From an optimization exercise on the open Yosys and OpenROAD flow, aimed at small area; shortcuts taken in it are not production practice.
Function was checked by simulation only, so behaviour that the tests miss may differ from the original.
Power figures rest on the tool's default switching activity, not on a simulated workload. No driver is modelled on the clock port, so clocking that relies on it looks cheaper here than on a real chip.

==> zinc <==
==> flow/design.v (excerpt) <==
module trapezoidal_filter
(
	input SYS_CLK ,
	input RESET_N ,
	input signed [13:0] DATA_IN ,
	output signed [13:0] DATA_OUT ,
	output OVERFLOW
) ;
	localparam HD = 375;	 
	localparam SD = 28;	 
	reg [8:0] n;
	always @(negedge RESET_N or posedge SYS_CLK)
		if (!RESET_N) n <= 9'd0;
		else if (n != HD) n <= n + 9'd1;
	reg [13:0] H [0:HD-1];
	integer i;
	always @(posedge SYS_CLK) begin
		H[0] <= DATA_IN;
		for (i = 1; i < HD; i = i + 1) H[i] <= H[i-1];
	end
	wire [13:0] xa = (n >= 9'd3)    ? H[2]    : 14'd0;
	wire [13:0] xb = (n == HD)      ? H[HD-1] : 14'd0;
	wire [13:0] ya = (n >= 9'd2)    ? H[1]    : 14'd0;
	wire [13:0] yb = (n >= HD - 1)  ? H[HD-2] : 14'd0;
	wire [14:0] En;
	reg  [14:0] E;
	sub_e u_e (.A(ya), .B(yb), .D(En));
	always @(negedge RESET_N or posedge SYS_CLK)
		if (!RESET_N) E <= 15'd0;
		else E <= En;
	wire [5:0] rb;
	rem_b u_r (.B(xb[5:0]), .P(~xb[13]), .R(rb));
	reg  [9:0]  WL;
	reg  [16:0] WH;
	reg         cW;
	wire [9:0]  WLn;
	wire [16:0] WHn;
	wire        cWn;
	upd_w u_w (.WL(WL), .WH(WH), .E(E), .R(rb), .PA(~xa[13]), .PB(~xb[13]), .CI(cW),
  ...
export LEC_CHECK = 0
export CAP_MARGIN = 20
export CORE_MARGIN = 2
export CORE_UTILIZATION = 60
export SLEW_MARGIN = 20
export DONT_USE_CELLS = sky130_fd_sc_hd__ha_1
create_clock -name core_clock -period 10.0 [get_ports {SYS_CLK}]
standard.sh (not shown) runs the stock make flow with config.mk's settings and CLKGATE_MAP_FILE= SYNTH_SCRIPT=/design/flow/synth_recipe.tcl, a recipe that flattens the netlist after the stock synthesis.
==> flow/flow/run.sh <==
#!/bin/bash
set -euo pipefail
export CTS_ARGS="-sink_clustering_enable -repair_clock_nets -buf_list sky130_fd_sc_hd__clkbuf_4 -root_buf sky130_fd_sc_hd__clkbuf_16 -sink_clustering_buffer sky130_fd_sc_hd__buf_12 -dont_use_dummy_load -sink_clustering_size 32 -sink_clustering_max_diameter 70"
export BUFFER_PORTS_ARGS="-buffer_cell sky130_fd_sc_hd__buf_1"
export SYNTH_ARGS="-noabc"
echo "export DONT_USE_CELLS = sky130_fd_sc_hd__ha_1" >> config.mk
bash standard.sh > flow_make.log 2>&1
==> inputs of pepper, as changes to zinc <==
--- a/flow/flow/run.sh
+++ b/flow/flow/run.sh
@@ -4,4 +4,3 @@
 export BUFFER_PORTS_ARGS="-buffer_cell sky130_fd_sc_hd__buf_1"
 export SYNTH_ARGS="-noabc"
-echo "export DONT_USE_CELLS = sky130_fd_sc_hd__ha_1" >> config.mk
 bash standard.sh > flow_make.log 2>&1
Settings changed: DONT_USE_CELLS sky130_fd_sc_hd__ha_1 to default.
==> inputs of sierra, as changes to zinc <==
==> flow/flow/run.sh (replaced) <==
#!/bin/bash
set -euo pipefail
export CTS_ARGS="-sink_clustering_enable -repair_clock_nets -buf_list sky130_fd_sc_hd__clkbuf_16 -root_buf sky130_fd_sc_hd__clkbuf_16 -sink_clustering_buffer sky130_fd_sc_hd__clkbuf_16 -dont_use_dummy_load -sink_clustering_size 35 -sink_clustering_max_diameter 70"
bash standard.sh > flow_make.log 2>&1
Settings changed: DONT_USE_CELLS sky130_fd_sc_hd__ha_1 to default.
==> results by group <==
Layout
  • Final cell count without fillers: 9,272
  • ClkCell Share: 3.01%

Power and ir drop
  • P_seq: 0.0250 W
  • Maximum vdd drop: 0.198 mV
  • Combinational group share of total power: 6.2%

Routing
  • Metal3 WL: 4.16 mm
  • Overall routed net length: 115 mm
  • DR vias: 38,460

Critical path
  • CP Cell Sequence: or4_1, or3_1, or4_4, nand2_1, ha_1, inv_1, fa_1, fa_1, fa_1, fa_1, fa_1, fa_1, fa_1, fa_1, fa_1, fa_1, fa_1, fa_1, fa_1

Run status
  • Status: finished clean

Placed design
  • Dpl cells: 9,054

Logic synthesis
  • Compound-Gate Fraction of Synth Area: 0.0653%
That was pepper.
==> results by group <==
Run status
  • Status: finished clean

Layout
  • ClkCell Share: 3.77%

Power and ir drop
  • Combinational group share of total power: 6.5%
  • Maximum vdd drop: 0.198 mV

Routing
  • Overall routed net length: 116 mm
  • Metal3 WL: 4.60 mm
  • DR vias: 38,856

Placed design
  • Dpl cells: 9,189
That was sierra.
==> results by group <==
Run status
  • Status: finished clean

Power and ir drop
  • P_seq: 0.0251 W
  • Combinational group share of total power: 7.0%

Routing
  • Overall routed net length: 117 mm
  • DR vias: 38,454

Placed design
  • Dpl cells: 9,048
That was zinc.

==> what the ideal ports hide <==
The flow's constraints put no driver on any port. The routed layouts listed below were extracted and timed again, unchanged, in two steps. Step 1: set_driving_cell puts a clkbuf_16 on SYS_CLK and a buf_2 on each other input, an assumption about the parent block. Step 2 adds t to the input delays and takes it off the output delays; t is the mean of the earliest and latest rising clock arrival at the registers after step 1. Input paths then give back, and output paths get back, about the clock's delay inside the block. a / b / c = ideal ports / drivers / drivers and shift; a / b = the first two.
| run | shift t [ns] | setup WS [ns] | worst data-port slew with drivers (ns) |
|---|---|---|---|
| zinc | 1.013 | 1.751 / 1.751 / 1.751 | 0.11 |
| pepper | 1.058 | 1.575 / 1.575 / 1.575 | 0.08 |
| sierra | 0.865 | 2.388 / 2.388 / 2.388 | 0.11 |
After both steps setup and hold are still met in every run listed.
